Background: an optimization exercise with open tools, aiming at small area, a short achievable clock period and few clock cycles per item. Do not read the settings as production practice.
At most, simulation tests tie the RTL to the original design; equivalence was not proved.
Only the layout flow was run in run 2; the RTL was not checked for function there.

==> flow/design.v, too long to show whole: its modules and the start of the top module <==
// module mult32x32_fast: 1181 lines
// module mfa: 4 lines
// module mha: 4 lines
// module mbpp: 3 lines
module mult32x32_fast (
    input logic clk,
    input logic reset,
    input logic start,
    input logic [31:0] a,
    input logic [31:0] b,
    output logic busy,
    output logic [63:0] product
);
  // ...
==> flow/run.sh <==
#!/bin/bash
# synth_recipe.tcl (not shown) runs the flow's synth.tcl, then flattens the netlist and writes it again
# the make line also repeats each setting of config.mk as NAME=value (left out here)
make -C /OpenROAD-flow-scripts/flow DESIGN_CONFIG=/design/flow/config.mk WORK_HOME=/design/flow/orfs CLKGATE_MAP_FILE= SYNTH_SCRIPT=/design/flow/synth_recipe.tcl finish
==> flow/config.mk <==
export PLATFORM = sky130hd
export DESIGN_NAME = mult32x32_fast
export DESIGN_NICKNAME = mult32x32_fast
export VERILOG_FILES = /design/flow/design.v
export SDC_FILE = /design/flow/constraint.sdc
export NUM_CORES = 4
export LEC_CHECK = 0
export CAP_MARGIN = 20
export CORE_MARGIN = 2
export CORE_UTILIZATION = 40
export SETUP_SLACK_MARGIN = 3
export SLEW_MARGIN = 20
export SYNTH_HIERARCHICAL = 1
export SYNTH_MINIMUM_KEEP_SIZE = 0
==> flow/constraint.sdc <==
create_clock -name core_clock -period 10.0 [get_ports {clk}]
set_input_delay 2.0000 -clock core_clock [delete_from_list [all_inputs] [get_ports {clk}]]
set_output_delay 2.0000 -clock core_clock [all_outputs]
set_load 0.01 [all_outputs]
==> run summary, run 1 <==
H-tree Lvls 3; Top reg by flops H; crit path time final 7.49 ns; first-pass GRT wire length 101000 um; Non-clock buffers 425; multi-input combinational area share 0.690; max reg flops 48; Ant. Diodes 1; GRT Residual Overflow 0; outcome finished clean; Avg Vias per Cell 5.96; Critical path buffers and inverters 6; Die H 212 um; worst hold path cell count 0; multi-input gate count 1398; GR Util met2 0.511; Inverters, non-clock 19; # setup viols final 0; Final Slew Violations 0; final design utilization 0.586; CTS buffer count 9; clk sinks 66; clk tree area frac 0.0129; Clk Latency, worst-skew pair 0.34 ns; Top FF cell, synth edfxtp_1; total number of vias 15000; vias in the first global route 16100; # rows 76; largest area contributor in the netlist fa_1; post-synthesis mux area share 0.0405; Synth Area in XOR/XNOR 0.159; pre-CTS setup slack 0.874 ns; Antenna Nets Post-Route 0; Hold EP L[8]; commonest non-fill, non-tap cells in the layout a22oi_2, xnor2_1, fa_1, buf_4, clkdlybuf4s50_1; max cap viols 0; CP Launch Point b[3]; Cells after Synth 1484; largest family of logic cells by synthesized area adder cells
Testbench counts, summed over its fixed seeds: cycles 4,794, items 3,200.
==> run 2, diff against run 1 <==
--- a/flow/design.v
+++ b/flow/design.v
@@ -667,27 +667,27 @@
 mha us59 (.x(pp4_4), .y(pp5_2), .s(s59), .c(c60));
 wire s61, c62;
 mfa us61 (.x(acc[13]), .y(pp0_13), .z(pp1_11), .s(s61), .c(c62));
 wire s63, c64;
 mfa us63 (.x(pp2_9), .y(pp3_7), .z(pp4_5), .s(s63), .c(c64));
 wire s65, c66;
 mha us65 (.x(pp5_3), .y(pp6_1), .s(s65), .c(c66));
 wire s67, c68;
-mfa us67 (.x(pp0_14), .y(pp1_12), .z(pp2_10), .s(s67), .c(c68));
+mfa us67 (.x(s1), .y(pp0_14), .z(pp1_12), .s(s67), .c(c68));
 wire s69, c70;
-mfa us69 (.x(pp3_8), .y(pp4_6), .z(pp5_4), .s(s69), .c(c70));
+mfa us69 (.x(pp2_10), .y(pp3_8), .z(pp4_6), .s(s69), .c(c70));
 wire s71, c72;
-mfa us71 (.x(pp6_2), .y(pp7_0), .z(s1), .s(s71), .c(c72));
+mfa us71 (.x(pp5_4), .y(pp6_2), .z(pp7_0), .s(s71), .c(c72));
 wire s73, c74;
-mfa us73 (.x(pp1_13), .y(pp2_11), .z(pp3_9), .s(s73), .c(c74));
+mfa us73 (.x(c2), .y(pp1_13), .z(pp2_11), .s(s73), .c(c74));
 wire s75, c76;
-mfa us75 (.x(pp4_7), .y(pp5_5), .z(pp6_3), .s(s75), .c(c76));
+mfa us75 (.x(pp3_9), .y(pp4_7), .z(pp5_5), .s(s75), .c(c76));
 wire s77, c78;
-mfa us77 (.x(pp7_1), .y(c2), .z(s3), .s(s77), .c(c78));
+mfa us77 (.x(pp6_3), .y(pp7_1), .z(s3), .s(s77), .c(c78));
 wire s79, c80;
 mfa us79 (.x(pp1_14), .y(pp2_12), .z(pp3_10), .s(s79), .c(c80));
 wire s81, c82;
 mfa us81 (.x(pp4_8), .y(pp5_6), .z(pp6_4), .s(s81), .c(c82));
 wire s83, c84;
 mfa us83 (.x(pp7_2), .y(c4), .z(s5), .s(s83), .c(c84));
 wire s85, c86;
 mfa us85 (.x(pp1_15), .y(pp2_13), .z(pp3_11), .s(s85), .c(c86));
@@ -785,29 +785,29 @@
 mfa us177 (.x(pp4_24), .y(pp5_22), .z(pp6_20), .s(s177), .c(c178));
 wire s179, c180;
 mfa us179 (.x(pp7_18), .y(s37), .z(c36), .s(s179), .c(c180));
 wire s181, c182;
 mfa us181 (.x(pp1_31), .y(pp2_29), .z(pp3_27), .s(s181), .c(c182));
 wire s183, c184;
 mfa us183 (.x(pp4_25), .y(pp5_23), .z(pp6_21), .s(s183), .c(c184));
 wire s185, c186;
-mfa us185 (.x(pp7_19), .y(c38), .z(s39), .s(s185), .c(c186));
+mfa us185 (.x(pp7_19), .y(s39), .z(c38), .s(s185), .c(c186));
 wire s187, c188;
-mfa us187 (.x(pp1_32), .y(pp2_30), .z(pp3_28), .s(s187), .c(c188));
+mfa us187 (.x(s41), .y(pp1_32), .z(pp2_30), .s(s187), .c(c188));
 wire s189, c190;
-mfa us189 (.x(pp4_26), .y(pp5_24), .z(pp6_22), .s(s189), .c(c190));
+mfa us189 (.x(pp3_28), .y(pp4_26), .z(pp5_24), .s(s189), .c(c190));
 wire s191, c192;
-mfa us191 (.x(pp7_20), .y(s41), .z(c40), .s(s191), .c(c192));
+mfa us191 (.x(pp6_22), .y(pp7_20), .z(c40), .s(s191), .c(c192));
 wire s193, c194;
-mfa us193 (.x(pt19), .y(sn1), .z(pp2_31), .s(s193), .c(c194));
+mfa us193 (.x(pt19), .y(sn1), .z(c42), .s(s193), .c(c194));
 wire s195, c196;
-mfa us195 (.x(pp3_29), .y(pp4_27), .z(pp5_25), .s(s195), .c(c196));
+mfa us195 (.x(pp2_31), .y(pp3_29), .z(pp4_27), .s(s195), .c(c196));
 wire s197, c198;
-mfa us197 (.x(pp6_23), .y(pp7_21), .z(c42), .s(s197), .c(c198));
+mfa us197 (.x(pp5_25), .y(pp6_23), .z(pp7_21), .s(s197), .c(c198));
 wire s199, c200;
 mfa us199 (.x(1'b1), .y(pt20), .z(pp2_32), .s(s199), .c(c200));
 wire s201, c202;
 mfa us201 (.x(pp3_30), .y(pp4_28), .z(pp5_26), .s(s201), .c(c202));
 wire s203, c204;
 mha us203 (.x(pp6_24), .y(pp7_22), .s(s203), .c(c204));
 wire s205, c206;
 mfa us205 (.x(pt21), .y(sn2), .z(pp3_31), .s(s205), .c(c206));
@@ -829,23 +829,23 @@
 mfa us221 (.x(acc[6]), .y(neg3), .z(pp0_6), .s(s221), .c(c222));
 wire s223, c224;
 mha us223 (.x(pp1_4), .y(pp2_2), .s(s223), .c(c224));
 wire s225, c226;
 mfa us225 (.x(acc[7]), .y(pp0_7), .z(pp1_5), .s(s225), .c(c226));
 wire s227, c228;
 mha us227 (.x(pp2_3), .y(pp3_1), .s(s227), .c(c228));
 wire s229, c230;
-mfa us229 (.x(pp0_8), .y(pp1_6), .z(pp2_4), .s(s229), .c(c230));
+mfa us229 (.x(s43), .y(pp0_8), .z(pp1_6), .s(s229), .c(c230));
 wire s231, c232;
-mfa us231 (.x(pp3_2), .y(pp4_0), .z(s43), .s(s231), .c(c232));
+mfa us231 (.x(pp2_4), .y(pp3_2), .z(pp4_0), .s(s231), .c(c232));
 wire s233, c234;
-mfa us233 (.x(pp1_7), .y(pp2_5), .z(pp3_3), .s(s233), .c(c234));
+mfa us233 (.x(c44), .y(pp1_7), .z(pp2_5), .s(s233), .c(c234));
 wire s235, c236;
-mfa us235 (.x(pp4_1), .y(c44), .z(s45), .s(s235), .c(c236));
+mfa us235 (.x(pp3_3), .y(pp4_1), .z(s45), .s(s235), .c(c236));
 wire s237, c238;
 mfa us237 (.x(pp3_4), .y(pp4_2), .z(pp5_0), .s(s237), .c(c238));
 wire s239, c240;
 mfa us239 (.x(c46), .y(s49), .z(s47), .s(s239), .c(c240));
 wire s241, c242;
 mfa us241 (.x(pp4_3), .y(pp5_1), .z(c50), .s(s241), .c(c242));
 wire s243, c244;
 mfa us243 (.x(s53), .y(c48), .z(s51), .s(s243), .c(c244));
@@ -931,65 +931,65 @@
 mfa us323 (.x(s171), .y(c168), .z(s173), .s(s323), .c(c324));
 wire s325, c326;
 mfa us325 (.x(c170), .y(c172), .z(s175), .s(s325), .c(c326));
 wire s327, c328;
 mfa us327 (.x(s177), .y(c174), .z(s179), .s(s327), .c(c328));
 wire s329, c330;
 mfa us329 (.x(c176), .y(c178), .z(s181), .s(s329), .c(c330));
 wire s331, c332;
-mfa us331 (.x(s183), .y(c180), .z(s185), .s(s331), .c(c332));
+mfa us331 (.x(s183), .y(s185), .z(c180), .s(s331), .c(c332));
 wire s333, c334;
 mfa us333 (.x(c182), .y(c184), .z(s187), .s(s333), .c(c334));
 wire s335, c336;
-mfa us335 (.x(s189), .y(c186), .z(s191), .s(s335), .c(c336));
+mfa us335 (.x(s189), .y(s191), .z(c186), .s(s335), .c(c336));
 wire s337, c338;
-mfa us337 (.x(c188), .y(c190), .z(s193), .s(s337), .c(c338));
+mfa us337 (.x(s193), .y(c188), .z(c190), .s(s337), .c(c338));
 wire s339, c340;
-mfa us339 (.x(s195), .y(s197), .z(c192), .s(s339), .c(c340));
+mfa us339 (.x(c192), .y(s195), .z(s197), .s(s339), .c(c340));
 wire s341, c342;
-mfa us341 (.x(s203), .y(c194), .z(c196), .s(s341), .c(c342));
+mfa us341 (.x(c194), .y(s203), .z(c196), .s(s341), .c(c342));
 wire s343, c344;
 mfa us343 (.x(c198), .y(s199), .z(s201), .s(s343), .c(c344));
 wire s345, c346;
 mfa us345 (.x(pp7_23), .y(c204), .z(c200), .s(s345), .c(c346));
 wire s347, c348;
 mfa us347 (.x(c202), .y(s205), .z(s207), .s(s347), .c(c348));
 wire s349, c350;
 mfa us349 (.x(pp6_26), .y(pp7_24), .z(s211), .s(s349), .c(c350));
 wire s351, c352;
 mfa us351 (.x(c206), .y(c208), .z(s209), .s(s351), .c(c352));
 wire s353, c354;
 mfa us353 (.x(pp5_29), .y(pp6_27), .z(pp7_25), .s(s353), .c(c354));
 wire s355, c356;
 mfa us355 (.x(c212), .y(c210), .z(s213), .s(s355), .c(c356));
 wire s357, c358;
-mfa us357 (.x(pp4_32), .y(pp5_30), .z(pp6_28), .s(s357), .c(c358));
+mfa us357 (.x(s215), .y(pp4_32), .z(pp5_30), .s(s357), .c(c358));
 wire s359, c360;
-mfa us359 (.x(pp7_26), .y(s215), .z(c214), .s(s359), .c(c360));
+mfa us359 (.x(pp6_28), .y(pp7_26), .z(c214), .s(s359), .c(c360));
 wire s361, c362;
-mfa us361 (.x(pt25), .y(sn4), .z(pp5_31), .s(s361), .c(c362));
+mfa us361 (.x(pt25), .y(sn4), .z(c216), .s(s361), .c(c362));
 wire s363, c364;
-mfa us363 (.x(pp6_29), .y(pp7_27), .z(c216), .s(s363), .c(c364));
+mfa us363 (.x(pp5_31), .y(pp6_29), .z(pp7_27), .s(s363), .c(c364));
 wire s365, c366;
 mfa us365 (.x(1'b1), .y(pt26), .z(pp5_32), .s(s365), .c(c366));
 wire s367, c368;
 mha us367 (.x(pp6_30), .y(pp7_28), .s(s367), .c(c368));
 wire s369, c370;
 mfa us369 (.x(pt27), .y(sn5), .z(pp6_31), .s(s369), .c(c370));
 wire s371, c372;
 mha us371 (.x(1'b1), .y(pt28), .s(s371), .c(c372));
 wire s373, c374;
 mha us373 (.x(acc[2]), .y(neg1), .s(s373), .c(c374));
 wire s375, c376;
 mha us375 (.x(acc[3]), .y(pp0_3), .s(s375), .c(c376));
 wire s377, c378;
-mfa us377 (.x(pp0_4), .y(pp1_2), .z(pp2_0), .s(s377), .c(c378));
+mfa us377 (.x(s217), .y(pp0_4), .z(pp1_2), .s(s377), .c(c378));
 wire s379, c380;
-mfa us379 (.x(pp1_3), .y(pp2_1), .z(c218), .s(s379), .c(c380));
+mfa us379 (.x(c218), .y(pp1_3), .z(pp2_1), .s(s379), .c(c380));
 wire s381, c382;
 mfa us381 (.x(pp3_0), .y(c220), .z(s223), .s(s381), .c(c382));
 wire s383, c384;
 mfa us383 (.x(c224), .y(s227), .z(c222), .s(s383), .c(c384));
 wire s385, c386;
 mfa us385 (.x(c228), .y(c226), .z(s229), .s(s385), .c(c386));
 wire s387, c388;
 mfa us387 (.x(c230), .y(c232), .z(s233), .s(s387), .c(c388));
@@ -1039,49 +1039,49 @@
 mfa us431 (.x(c318), .y(s321), .z(c320), .s(s431), .c(c432));
 wire s433, c434;
 mfa us433 (.x(c322), .y(s325), .z(c324), .s(s433), .c(c434));
 wire s435, c436;
 mfa us435 (.x(c326), .y(s329), .z(c328), .s(s435), .c(c436));
 wire s437, c438;
 mfa us437 (.x(c330), .y(s333), .z(s335), .s(s437), .c(c438));
 wire s439, c440;
-mfa us439 (.x(c334), .y(s337), .z(c336), .s(s439), .c(c440));
+mfa us439 (.x(c334), .y(s337), .z(s339), .s(s439), .c(c440));
 wire s441, c442;
-mfa us441 (.x(c338), .y(s341), .z(c340), .s(s441), .c(c442));
+mfa us441 (.x(c338), .y(c340), .z(s341), .s(s441), .c(c442));
 wire s443, c444;
 mfa us443 (.x(c342), .y(c344), .z(s345), .s(s443), .c(c444));
 wire s445, c446;
-mfa us445 (.x(c346), .y(s349), .z(c348), .s(s445), .c(c446));
+mfa us445 (.x(s349), .y(c346), .z(c348), .s(s445), .c(c446));
 wire s447, c448;
 mfa us447 (.x(s353), .y(c350), .z(c352), .s(s447), .c(c448));
 wire s449, c450;
 mfa us449 (.x(c354), .y(s357), .z(c356), .s(s449), .c(c450));
 wire s451, c452;
-mfa us451 (.x(c358), .y(s361), .z(s363), .s(s451), .c(c452));
+mfa us451 (.x(s361), .y(c358), .z(s363), .s(s451), .c(c452));
 wire s453, c454;
-mfa us453 (.x(s367), .y(c362), .z(c364), .s(s453), .c(c454));
+mfa us453 (.x(c362), .y(s367), .z(c364), .s(s453), .c(c454));
 wire s455, c456;
 mfa us455 (.x(pp7_29), .y(c368), .z(c366), .s(s455), .c(c456));
 wire s457, c458;
-mfa us457 (.x(pp6_32), .y(pp7_30), .z(s371), .s(s457), .c(c458));
+mfa us457 (.x(s371), .y(pp6_32), .z(pp7_30), .s(s457), .c(c458));
 wire s459, c460;
-mfa us459 (.x(pt29), .y(sn6), .z(pp7_31), .s(s459), .c(c460));
+mfa us459 (.x(pt29), .y(sn6), .z(c372), .s(s459), .c(c460));
 wire s461, c462;
 mha us461 (.x(1'b1), .y(pt30), .s(s461), .c(c462));
 wire s463, c464;
 mha us463 (.x(acc[0]), .y(neg0), .s(s463), .c(c464));
 wire s465, c466;
 mha us465 (.x(acc[1]), .y(pp0_1), .s(s465), .c(c466));
 wire s467, c468;
-mfa us467 (.x(pp0_2), .y(pp1_0), .z(s373), .s(s467), .c(c468));
+mfa us467 (.x(s373), .y(pp0_2), .z(pp1_0), .s(s467), .c(c468));
 wire s469, c470;
-mfa us469 (.x(pp1_1), .y(c374), .z(s375), .s(s469), .c(c470));
+mfa us469 (.x(c374), .y(pp1_1), .z(s375), .s(s469), .c(c470));
 wire s471, c472;
-mfa us471 (.x(s217), .y(c376), .z(s377), .s(s471), .c(c472));
+mfa us471 (.x(pp2_0), .y(c376), .z(s377), .s(s471), .c(c472));
 wire s473, c474;
 mfa us473 (.x(s219), .y(c378), .z(s379), .s(s473), .c(c474));
 wire s475, c476;
 mfa us475 (.x(c380), .y(s221), .z(s381), .s(s475), .c(c476));
 wire s477, c478;
 mfa us477 (.x(s225), .y(c382), .z(s383), .s(s477), .c(c478));
 wire s479, c480;
 mfa us479 (.x(s231), .y(c384), .z(s385), .s(s479), .c(c480));
@@ -1093,17 +1093,17 @@
 mfa us485 (.x(s243), .y(c390), .z(s391), .s(s485), .c(c486));
 wire s487, c488;
 mfa us487 (.x(s247), .y(c392), .z(s393), .s(s487), .c(c488));
 wire s489, c490;
 mfa us489 (.x(s251), .y(c394), .z(s395), .s(s489), .c(c490));
 wire s491, c492;
 mfa us491 (.x(s255), .y(c396), .z(s397), .s(s491), .c(c492));
 wire s493, c494;
-mfa us493 (.x(c398), .y(s259), .z(s399), .s(s493), .c(c494));
+mfa us493 (.x(s259), .y(c398), .z(s399), .s(s493), .c(c494));
 wire s495, c496;
 mfa us495 (.x(c400), .y(s263), .z(s401), .s(s495), .c(c496));
 wire s497, c498;
 mfa us497 (.x(s267), .y(c402), .z(s403), .s(s497), .c(c498));
 wire s499, c500;
 mfa us499 (.x(s271), .y(c404), .z(s405), .s(s499), .c(c500));
 wire s501, c502;
 mfa us501 (.x(s275), .y(c406), .z(s407), .s(s501), .c(c502));
@@ -1129,21 +1129,21 @@
 mfa us521 (.x(s315), .y(c426), .z(s427), .s(s521), .c(c522));
 wire s523, c524;
 mfa us523 (.x(s319), .y(c428), .z(s429), .s(s523), .c(c524));
 wire s525, c526;
 mfa us525 (.x(s323), .y(c430), .z(s431), .s(s525), .c(c526));
 wire s527, c528;
 mfa us527 (.x(s327), .y(c432), .z(s433), .s(s527), .c(c528));
 wire s529, c530;
-mfa us529 (.x(s331), .y(s435), .z(c434), .s(s529), .c(c530));
+mfa us529 (.x(s331), .y(c434), .z(s435), .s(s529), .c(c530));
 wire s531, c532;
 mfa us531 (.x(c332), .y(s437), .z(c436), .s(s531), .c(c532));
 wire s533, c534;
-mfa us533 (.x(s339), .y(c438), .z(s439), .s(s533), .c(c534));
+mfa us533 (.x(c336), .y(s439), .z(c438), .s(s533), .c(c534));
 wire s535, c536;
 mfa us535 (.x(s343), .y(c440), .z(s441), .s(s535), .c(c536));
 wire s537, c538;
 mfa us537 (.x(s347), .y(c442), .z(s443), .s(s537), .c(c538));
 wire s539, c540;
 mfa us539 (.x(s351), .y(c444), .z(s445), .s(s539), .c(c540));
 wire s541, c542;
 mfa us541 (.x(s355), .y(c446), .z(s447), .s(s541), .c(c542));
@@ -1153,24 +1153,282 @@
 mfa us545 (.x(c360), .y(s451), .z(c450), .s(s545), .c(c546));
 wire s547, c548;
 mfa us547 (.x(s365), .y(c452), .z(s453), .s(s547), .c(c548));
 wire s549, c550;
 mfa us549 (.x(s369), .y(c454), .z(s455), .s(s549), .c(c550));
 wire s551, c552;
 mfa us551 (.x(c370), .y(s457), .z(c456), .s(s551), .c(c552));
 wire s553, c554;
-mfa us553 (.x(c372), .y(c458), .z(s459), .s(s553), .c(c554));
+mfa us553 (.x(pp7_31), .y(s459), .z(c458), .s(s553), .c(c554));
 wire s555, c556;
-mfa us555 (.x(pp7_32), .y(s461), .z(c460), .s(s555), .c(c556));
+mfa us555 (.x(s461), .y(pp7_32), .z(c460), .s(s555), .c(c556));
 wire s557, c558;
 mfa us557 (.x(pt31), .y(sn7), .z(c462), .s(s557), .c(c558));
-wire [47:0] ra = {s557, c554, s553, c550, c548, s547, s545, c542, c540, c538, c536, c534, s533, s531, c528, c526, c524, c522, c520, c518, c516, c514, c512, c510, c508, c506, c504, c502, c500, c498, c496, c494, c492, c490, c488, c486, c484, c482, c480, c478, c476, c474, c472, c470, c468, c466, c464, pp0_0};
-wire [47:0] rb = {c556, s555, c552, s551, s549, c546, c544, s543, s541, s539, s537, s535, c532, c530, s529, s527, s525, s523, s521, s519, s517, s515, s513, s511, s509, s507, s505, s503, s501, s499, s497, s495, s493, s491, s489, s487, s485, s483, s481, s479, s477, s475, s473, s471, s469, s467, s465, s463};
-wire [47:0] sum = ra + rb;
+wire [47:0] ra = {s557, s555, s553, c550, c548, s547, c544, c542, c540, c538, c536, s535, s533, c530, c528, c526, c524, c522, c520, c518, c516, c514, c512, c510, c508, c506, c504, c502, c500, c498, c496, c494, c492, c490, c488, c486, c484, c482, c480, c478, c476, c474, c472, c470, c468, c466, c464, s463};
+wire [47:0] rb = {c556, c554, c552, s551, s549, c546, s545, s543, s541, s539, s537, c534, c532, s531, s529, s527, s525, s523, s521, s519, s517, s515, s513, s511, s509, s507, s505, s503, s501, s499, s497, s495, s493, s491, s489, s487, s485, s483, s481, s479, s477, s475, s473, s471, s469, s467, s465, pp0_0};
+wire [47:0] g0 = ra & rb;
+wire [47:0] p0 = ra ^ rb;
+wire g1_1 = g0[1] | (p0[1] & g0[0]);
+wire p1_1 = p0[1] & p0[0];
+wire g1_3 = g0[3] | (p0[3] & g0[2]);
+wire p1_3 = p0[3] & p0[2];
+wire g1_5 = g0[5] | (p0[5] & g0[4]);
+wire p1_5 = p0[5] & p0[4];
+wire g1_7 = g0[7] | (p0[7] & g0[6]);
+wire p1_7 = p0[7] & p0[6];
+wire g1_9 = g0[9] | (p0[9] & g0[8]);
+wire p1_9 = p0[9] & p0[8];
+wire g1_11 = g0[11] | (p0[11] & g0[10]);
+wire p1_11 = p0[11] & p0[10];
+wire g1_13 = g0[13] | (p0[13] & g0[12]);
+wire p1_13 = p0[13] & p0[12];
+wire g1_15 = g0[15] | (p0[15] & g0[14]);
+wire p1_15 = p0[15] & p0[14];
+wire g1_17 = g0[17] | (p0[17] & g0[16]);
+wire p1_17 = p0[17] & p0[16];
+wire g1_19 = g0[19] | (p0[19] & g0[18]);
+wire p1_19 = p0[19] & p0[18];
+wire g1_21 = g0[21] | (p0[21] & g0[20]);
+wire p1_21 = p0[21] & p0[20];
+wire g1_23 = g0[23] | (p0[23] & g0[22]);
+wire p1_23 = p0[23] & p0[22];
+wire g1_25 = g0[25] | (p0[25] & g0[24]);
+wire p1_25 = p0[25] & p0[24];
+wire g1_27 = g0[27] | (p0[27] & g0[26]);
+wire p1_27 = p0[27] & p0[26];
+wire g1_29 = g0[29] | (p0[29] & g0[28]);
+wire p1_29 = p0[29] & p0[28];
+wire g1_31 = g0[31] | (p0[31] & g0[30]);
+wire p1_31 = p0[31] & p0[30];
+wire g1_33 = g0[33] | (p0[33] & g0[32]);
+wire p1_33 = p0[33] & p0[32];
+wire g1_35 = g0[35] | (p0[35] & g0[34]);
+wire p1_35 = p0[35] & p0[34];
+wire g1_37 = g0[37] | (p0[37] & g0[36]);
+wire p1_37 = p0[37] & p0[36];
+wire g1_39 = g0[39] | (p0[39] & g0[38]);
+wire p1_39 = p0[39] & p0[38];
+wire g1_41 = g0[41] | (p0[41] & g0[40]);
+wire p1_41 = p0[41] & p0[40];
+wire g1_43 = g0[43] | (p0[43] & g0[42]);
+wire p1_43 = p0[43] & p0[42];
+wire g1_45 = g0[45] | (p0[45] & g0[44]);
+wire p1_45 = p0[45] & p0[44];
+wire g1_47 = g0[47] | (p0[47] & g0[46]);
+wire p1_47 = p0[47] & p0[46];
+wire g2_2 = g0[2] | (p0[2] & g1_1);
+wire p2_2 = p0[2] & p1_1;
+wire g2_3 = g1_3 | (p1_3 & g1_1);
+wire p2_3 = p1_3 & p1_1;
+wire g2_6 = g0[6] | (p0[6] & g1_5);
+wire p2_6 = p0[6] & p1_5;
+wire g2_7 = g1_7 | (p1_7 & g1_5);
+wire p2_7 = p1_7 & p1_5;
+wire g2_10 = g0[10] | (p0[10] & g1_9);
+wire p2_10 = p0[10] & p1_9;
+wire g2_11 = g1_11 | (p1_11 & g1_9);
+wire p2_11 = p1_11 & p1_9;
+wire g2_14 = g0[14] | (p0[14] & g1_13);
+wire p2_14 = p0[14] & p1_13;
+wire g2_15 = g1_15 | (p1_15 & g1_13);
+wire p2_15 = p1_15 & p1_13;
+wire g2_18 = g0[18] | (p0[18] & g1_17);
+wire p2_18 = p0[18] & p1_17;
+wire g2_19 = g1_19 | (p1_19 & g1_17);
+wire p2_19 = p1_19 & p1_17;
+wire g2_22 = g0[22] | (p0[22] & g1_21);
+wire p2_22 = p0[22] & p1_21;
+wire g2_23 = g1_23 | (p1_23 & g1_21);
+wire p2_23 = p1_23 & p1_21;
+wire g2_26 = g0[26] | (p0[26] & g1_25);
+wire p2_26 = p0[26] & p1_25;
+wire g2_27 = g1_27 | (p1_27 & g1_25);
+wire p2_27 = p1_27 & p1_25;
+wire g2_30 = g0[30] | (p0[30] & g1_29);
+wire p2_30 = p0[30] & p1_29;
+wire g2_31 = g1_31 | (p1_31 & g1_29);
+wire p2_31 = p1_31 & p1_29;
+wire g2_34 = g0[34] | (p0[34] & g1_33);
+wire p2_34 = p0[34] & p1_33;
+wire g2_35 = g1_35 | (p1_35 & g1_33);
+wire p2_35 = p1_35 & p1_33;
+wire g2_38 = g0[38] | (p0[38] & g1_37);
+wire p2_38 = p0[38] & p1_37;
+wire g2_39 = g1_39 | (p1_39 & g1_37);
+wire p2_39 = p1_39 & p1_37;
+wire g2_42 = g0[42] | (p0[42] & g1_41);
+wire p2_42 = p0[42] & p1_41;
+wire g2_43 = g1_43 | (p1_43 & g1_41);
+wire p2_43 = p1_43 & p1_41;
+wire g2_46 = g0[46] | (p0[46] & g1_45);
+wire p2_46 = p0[46] & p1_45;
+wire g2_47 = g1_47 | (p1_47 & g1_45);
+wire p2_47 = p1_47 & p1_45;
+wire g3_4 = g0[4] | (p0[4] & g2_3);
+wire p3_4 = p0[4] & p2_3;
+wire g3_5 = g1_5 | (p1_5 & g2_3);
+wire p3_5 = p1_5 & p2_3;
+wire g3_6 = g2_6 | (p2_6 & g2_3);
+wire p3_6 = p2_6 & p2_3;
+wire g3_7 = g2_7 | (p2_7 & g2_3);
+wire p3_7 = p2_7 & p2_3;
+wire g3_12 = g0[12] | (p0[12] & g2_11);
+wire p3_12 = p0[12] & p2_11;
+wire g3_13 = g1_13 | (p1_13 & g2_11);
+wire p3_13 = p1_13 & p2_11;
+wire g3_14 = g2_14 | (p2_14 & g2_11);
+wire p3_14 = p2_14 & p2_11;
+wire g3_15 = g2_15 | (p2_15 & g2_11);
+wire p3_15 = p2_15 & p2_11;
+wire g3_20 = g0[20] | (p0[20] & g2_19);
+wire p3_20 = p0[20] & p2_19;
+wire g3_21 = g1_21 | (p1_21 & g2_19);
+wire p3_21 = p1_21 & p2_19;
+wire g3_22 = g2_22 | (p2_22 & g2_19);
+wire p3_22 = p2_22 & p2_19;
+wire g3_23 = g2_23 | (p2_23 & g2_19);
+wire p3_23 = p2_23 & p2_19;
+wire g3_28 = g0[28] | (p0[28] & g2_27);
+wire p3_28 = p0[28] & p2_27;
+wire g3_29 = g1_29 | (p1_29 & g2_27);
+wire p3_29 = p1_29 & p2_27;
+wire g3_30 = g2_30 | (p2_30 & g2_27);
+wire p3_30 = p2_30 & p2_27;
+wire g3_31 = g2_31 | (p2_31 & g2_27);
+wire p3_31 = p2_31 & p2_27;
+wire g3_36 = g0[36] | (p0[36] & g2_35);
+wire p3_36 = p0[36] & p2_35;
+wire g3_37 = g1_37 | (p1_37 & g2_35);
+wire p3_37 = p1_37 & p2_35;
+wire g3_38 = g2_38 | (p2_38 & g2_35);
+wire p3_38 = p2_38 & p2_35;
+wire g3_39 = g2_39 | (p2_39 & g2_35);
+wire p3_39 = p2_39 & p2_35;
+wire g3_44 = g0[44] | (p0[44] & g2_43);
+wire p3_44 = p0[44] & p2_43;
+wire g3_45 = g1_45 | (p1_45 & g2_43);
+wire p3_45 = p1_45 & p2_43;
+wire g3_46 = g2_46 | (p2_46 & g2_43);
+wire p3_46 = p2_46 & p2_43;
+wire g3_47 = g2_47 | (p2_47 & g2_43);
+wire p3_47 = p2_47 & p2_43;
+wire g4_8 = g0[8] | (p0[8] & g3_7);
+wire p4_8 = p0[8] & p3_7;
+wire g4_9 = g1_9 | (p1_9 & g3_7);
+wire p4_9 = p1_9 & p3_7;
+wire g4_10 = g2_10 | (p2_10 & g3_7);
+wire p4_10 = p2_10 & p3_7;
+wire g4_11 = g2_11 | (p2_11 & g3_7);
+wire p4_11 = p2_11 & p3_7;
+wire g4_12 = g3_12 | (p3_12 & g3_7);
+wire p4_12 = p3_12 & p3_7;
+wire g4_13 = g3_13 | (p3_13 & g3_7);
+wire p4_13 = p3_13 & p3_7;
+wire g4_14 = g3_14 | (p3_14 & g3_7);
+wire p4_14 = p3_14 & p3_7;
+wire g4_15 = g3_15 | (p3_15 & g3_7);
+wire p4_15 = p3_15 & p3_7;
+wire g4_24 = g0[24] | (p0[24] & g3_23);
+wire p4_24 = p0[24] & p3_23;
+wire g4_25 = g1_25 | (p1_25 & g3_23);
+wire p4_25 = p1_25 & p3_23;
+wire g4_26 = g2_26 | (p2_26 & g3_23);
+wire p4_26 = p2_26 & p3_23;
+wire g4_27 = g2_27 | (p2_27 & g3_23);
+wire p4_27 = p2_27 & p3_23;
+wire g4_28 = g3_28 | (p3_28 & g3_23);
+wire p4_28 = p3_28 & p3_23;
+wire g4_29 = g3_29 | (p3_29 & g3_23);
+wire p4_29 = p3_29 & p3_23;
+wire g4_30 = g3_30 | (p3_30 & g3_23);
+wire p4_30 = p3_30 & p3_23;
+wire g4_31 = g3_31 | (p3_31 & g3_23);
+wire p4_31 = p3_31 & p3_23;
+wire g4_40 = g0[40] | (p0[40] & g3_39);
+wire p4_40 = p0[40] & p3_39;
+wire g4_41 = g1_41 | (p1_41 & g3_39);
+wire p4_41 = p1_41 & p3_39;
+wire g4_42 = g2_42 | (p2_42 & g3_39);
+wire p4_42 = p2_42 & p3_39;
+wire g4_43 = g2_43 | (p2_43 & g3_39);
+wire p4_43 = p2_43 & p3_39;
+wire g4_44 = g3_44 | (p3_44 & g3_39);
+wire p4_44 = p3_44 & p3_39;
+wire g4_45 = g3_45 | (p3_45 & g3_39);
+wire p4_45 = p3_45 & p3_39;
+wire g4_46 = g3_46 | (p3_46 & g3_39);
+wire p4_46 = p3_46 & p3_39;
+wire g4_47 = g3_47 | (p3_47 & g3_39);
+wire p4_47 = p3_47 & p3_39;
+wire g5_16 = g0[16] | (p0[16] & g4_15);
+wire p5_16 = p0[16] & p4_15;
+wire g5_17 = g1_17 | (p1_17 & g4_15);
+wire p5_17 = p1_17 & p4_15;
+wire g5_18 = g2_18 | (p2_18 & g4_15);
+wire p5_18 = p2_18 & p4_15;
+wire g5_19 = g2_19 | (p2_19 & g4_15);
+wire p5_19 = p2_19 & p4_15;
+wire g5_20 = g3_20 | (p3_20 & g4_15);
+wire p5_20 = p3_20 & p4_15;
+wire g5_21 = g3_21 | (p3_21 & g4_15);
+wire p5_21 = p3_21 & p4_15;
+wire g5_22 = g3_22 | (p3_22 & g4_15);
+wire p5_22 = p3_22 & p4_15;
+wire g5_23 = g3_23 | (p3_23 & g4_15);
+wire p5_23 = p3_23 & p4_15;
+wire g5_24 = g4_24 | (p4_24 & g4_15);
+wire p5_24 = p4_24 & p4_15;
+wire g5_25 = g4_25 | (p4_25 & g4_15);
+wire p5_25 = p4_25 & p4_15;
+wire g5_26 = g4_26 | (p4_26 & g4_15);
+wire p5_26 = p4_26 & p4_15;
+wire g5_27 = g4_27 | (p4_27 & g4_15);
+wire p5_27 = p4_27 & p4_15;
+wire g5_28 = g4_28 | (p4_28 & g4_15);
+wire p5_28 = p4_28 & p4_15;
+wire g5_29 = g4_29 | (p4_29 & g4_15);
+wire p5_29 = p4_29 & p4_15;
+wire g5_30 = g4_30 | (p4_30 & g4_15);
+wire p5_30 = p4_30 & p4_15;
+wire g5_31 = g4_31 | (p4_31 & g4_15);
+wire p5_31 = p4_31 & p4_15;
+wire g6_32 = g0[32] | (p0[32] & g5_31);
+wire p6_32 = p0[32] & p5_31;
+wire g6_33 = g1_33 | (p1_33 & g5_31);
+wire p6_33 = p1_33 & p5_31;
+wire g6_34 = g2_34 | (p2_34 & g5_31);
+wire p6_34 = p2_34 & p5_31;
+wire g6_35 = g2_35 | (p2_35 & g5_31);
+wire p6_35 = p2_35 & p5_31;
+wire g6_36 = g3_36 | (p3_36 & g5_31);
+wire p6_36 = p3_36 & p5_31;
+wire g6_37 = g3_37 | (p3_37 & g5_31);
+wire p6_37 = p3_37 & p5_31;
+wire g6_38 = g3_38 | (p3_38 & g5_31);
+wire p6_38 = p3_38 & p5_31;
+wire g6_39 = g3_39 | (p3_39 & g5_31);
+wire p6_39 = p3_39 & p5_31;
+wire g6_40 = g4_40 | (p4_40 & g5_31);
+wire p6_40 = p4_40 & p5_31;
+wire g6_41 = g4_41 | (p4_41 & g5_31);
+wire p6_41 = p4_41 & p5_31;
+wire g6_42 = g4_42 | (p4_42 & g5_31);
+wire p6_42 = p4_42 & p5_31;
+wire g6_43 = g4_43 | (p4_43 & g5_31);
+wire p6_43 = p4_43 & p5_31;
+wire g6_44 = g4_44 | (p4_44 & g5_31);
+wire p6_44 = p4_44 & p5_31;
+wire g6_45 = g4_45 | (p4_45 & g5_31);
+wire p6_45 = p4_45 & p5_31;
+wire g6_46 = g4_46 | (p4_46 & g5_31);
+wire p6_46 = p4_46 & p5_31;
+wire g6_47 = g4_47 | (p4_47 & g5_31);
+wire p6_47 = p4_47 & p5_31;
+wire [47:0] sum = p0 ^ {g6_46, g6_45, g6_44, g6_43, g6_42, g6_41, g6_40, g6_39, g6_38, g6_37, g6_36, g6_35, g6_34, g6_33, g6_32, g5_31, g5_30, g5_29, g5_28, g5_27, g5_26, g5_25, g5_24, g5_23, g5_22, g5_21, g5_20, g5_19, g5_18, g5_17, g5_16, g4_15, g4_14, g4_13, g4_12, g4_11, g4_10, g4_9, g4_8, g3_7, g3_6, g3_5, g3_4, g2_3, g2_2, g1_1, g0[0], 1'b0};
 always_ff @(posedge clk, posedge reset) begin
 	if (reset) busy <= 1'b0;
 	else busy <= go & (b[31:16] != 16'd0);
 end
 always_ff @(posedge clk) begin
 	if (go | busy) begin
 		H <= sum;
 		two <= busy;
==> flow/config.mk (replaced) <==
export PLATFORM = sky130hd
export DESIGN_NAME = mult32x32_fast
export DESIGN_NICKNAME = mult32x32_fast
export VERILOG_FILES = /design/flow/design.v
export SDC_FILE = /design/flow/constraint.sdc
export NUM_CORES = 4
export LEC_CHECK = 0
export CAP_MARGIN = 20
export CORE_MARGIN = 2
export CORE_UTILIZATION = 40
export SLEW_MARGIN = 20
export SYNTH_HIERARCHICAL = 1
export SYNTH_MINIMUM_KEEP_SIZE = 0
==> run 2 against run 1 <==
  * Highest routed layer unchanged
  * Sequential share of layout area up 2.1 points
  * Worst setup slack worse by 1.4 ns
  * Critical endpoint is now H[33]
  * Critical path type unchanged
  * First-iteration DRC count down 36%
==> run summary, run 2 <==
CTS Hold Bufs 0; CORE AREA 40800 um^2; most frequent cell after synthesis xnor2_1; Worst R2R Path Depth 20; Post-CTS Setup Bufs 0; CTS buffer count 9 (unchanged); Regs by FF count H x48, L x16; Cells after Synth 1331 (-10%); relative slew slack 0.217; Post-route DRC 0; GRT Residual Overflow 0 (unchanged); synthesized area 16600 um^2; Port Buf Inserts 131; unrepaired setup endpoints after global routing no; crit-path cells clkdlybuf4s50_1 > mux2i_1 > inv_2 > buf_4 > nand3_1 > o21ai_4 > buf_4 > a22oi_2 > xnor2_1 > ha_1 > fa_1 > fa_1 > fa_1 > ha_1 > a21oi_1 > a21oi_1 > a2111o_1 > a31oi_4 > nand2_1 > fa_1 > xor2_1; Setup Crit Path Kind input port to flip-flop; Top reg by flops H; initial antenna violation count 0; # rows 74 (-2.6%); Syn Area/Cell 12.5 um^2; largest net degree at the start of global routing 62; FF+latch count, synth 66; crit-path most repeated cell fa_1; Max stage delay cell, worst path buf_4; outcome finished clean; first-pass GRT wire length 82000 um (-19%); H-tree Lvls 3 (unchanged); commonest non-fill, non-tap cells in the layout xnor2_1, a22oi_2, fa_1, clkdlybuf4s50_1, buf_4; drt pass-1 iters 4; Final Hold Fails 0; Max FO, Critical Path 35; Area contributors post-synth fa_1, a22oi_2, xnor2_1, edfxtp_1, ha_1; gpl congestion 0.898; worst hold path cell count 0 (unchanged); grt met3 use 0.0256; Tightest Pin Transition 1.17 ns; Critical path buffers and inverters 4 (-2); GR Util met2 0.451 (-0.0607); detailed placer's ending HPWL 40400 um; reg2reg end H[33]; critical path data arrival time 8.99 ns; worst r2r src busy; CP max stage delay 0.54 ns; Setup crit start kind input port; Top FF cell, synth edfxtp_1; top cells by count, synth xnor2_1, a22oi_2, fa_1; # resized after CTS 0; # setup viols final 0 (unchanged); Synth top area share 0.315; Setup Total Neg Slack 0 ns; CTS max path bufs 2; vias in the first global route 13300 (-18%); clk sinks 66 (unchanged); Clock Skew 0.0205 ns; Avg Vias per Cell 5.77 (-3.1%); largest area contributor in the netlist fa_1; Antenna Nets Post-Route 0 (unchanged); Crit path max-delay family adder cells; Clk Latency, worst-skew pair 0.35 ns (about the same); total track usage 0.247; Die H 208 um (-2.2%); ratio of cells with drive above 1 in the final layout 0.287; HP Start H[2]; Avg WL per Cell 24.9 um; Initial Util 0.406; max cap viols 0 (unchanged); die width 208 um; commonest non-fill, non-tap cell in the layout xnor2_1; Root Driver clkbuf_16; register area share after synthesis 0.119; GR peak layer met2; final hold slack 0.470 ns; DIE AREA 43100 um^2; crit path time final 8.88 ns (+1.40 ns); WP data required 10.11 ns; TritonCTS clock tree built; Final Cycle Share 0.888; total number of vias 12100 (-19%); number of synthesized flops with an enable pin 65; synth warn 7; Final Slew Violations 0 (unchanged); Post-Route WL 52200 um; Max Freq 113 MHz; Clock transition at path regs 0.07 ns; area grow syn2layout 19.1%; nets 1960; Async S/R FF share, synth 0.0152; max reg flops 48 (unchanged); reg-to-reg slack, setup 2.42 ns; Worst setup EP type flip-flop; worst min path class flip-flop to flip-flop; IO Count 132; Hold EP L[2]; DR iter-0 viols 705; Synth cell types 58; GR met1 Demand/Resource 0.309
==> run 2: cell count changes after synthesis, moves of 6 or more <==
cell      delta
a21o_1      -15
a21oi_1     -31
clkbuf_1     -6
nand2_1     -35
nor2_1      -18
o21ai_0     -18
o21ai_1      -7
==> run 2: cell families after synthesis <==
group,share of synthesized area
flip-flops,0.119
XOR/XNOR,0.163
multiplexers,0.0430
buffers and inverters,0.00861
AO/OA/AOI/OAI,0.239
other,0.000453
adder cells (fa/ha/maj),0.368
AND/OR/NAND/NOR,0.0592
==> run 2: per-stage QoR <==
step	cell area, um^2	utilization	std cells	setup slack [ns]
after floorplan	16700	-	1353	0.00576
after global placement	19400	0.476	2083	0.754
after detailed placement	19400	0.476	2083	0.771
after CTS	19700	0.484	2099	1.11
after global routing	19700	0.484	2099	0.786
final	19700	0.484	2100	1.12
==> run 2: worst max path at each step <==
stage,from,endpoint,slack (ns),cells past startpoint
finish,b[19],H[33],1.12,21
global route,b[9],H[33],0.79,23
CTS,b[19],H[33],1.11,21
detailed placement,b[19],H[33],0.77,21
global placement,b[19],H[33],0.75,21
floorplan,b[19],H[33],0.006,19
==> run 2: final cells by class <==
class | count | area (um^2)
Timing Repair Buffer | 215 | 1940
Sequential cell | 66 | 1980
Inverter | 21 | 78.8
Tap cell | 532 | 666
Clock buffer | 9 | 225
Fill cell | 3744 | 21100
Antenna cell | 1 | 2.50
Multi-Input combinational cell | 1249 | 14800
Clock inverter | 7 | 92.6
==> run 2: modules after synthesis (local to each module, per instance) <==
module | flip-flops and latches | cell area (um^2) | times used
mbpp | 0 | 21.3 | 264
mfa | 0 | 20.0 | 255
mha | 0 | 12.5 | 24
mult32x32_fast | 66 | 5550 | 1
==> run 2: layer usage <==
layer	vias to the layer above	share of wire
met3	90	0.035
li1	5334	-
met2	371	0.52
met1	6328	0.42
met5	-	0
met4	0	0.029

-- static timing again, ports no longer ideal --
How much do the figures lean on ideal ports? The routed layouts below were timed once more, with nothing changed but the port constraints. Step 1, drivers: a clkbuf_16 drives clk and a buf_2 each remaining input, both assumed. Step 2 also shifts input and output timing later by t, the mid clock arrival at the registers, as if the neighbouring blocks saw the same clock. a / b / c = ideal / step 1 / step 2; a / b = the first two.
| run | t (ns) | setup WS [ns] | worst setup path after step 2 | worst register clock-pin slew, ns | pins driven straight from the clock port |
|---|---|---|---|---|---|
| run 1 | 0.383 | 2.514 / 2.528 / 2.145 | input to register | 0.07 / 0.07 | 1 |
| run 2 | 0.395 | 1.118 / 1.136 / 0.741 | input to register | 0.07 / 0.07 | 1 |
After both steps every run listed still meets setup and hold. The setup slack of run 2, which loses most, moves by +0.018 ns with the drivers and by -0.377 ns with both steps.
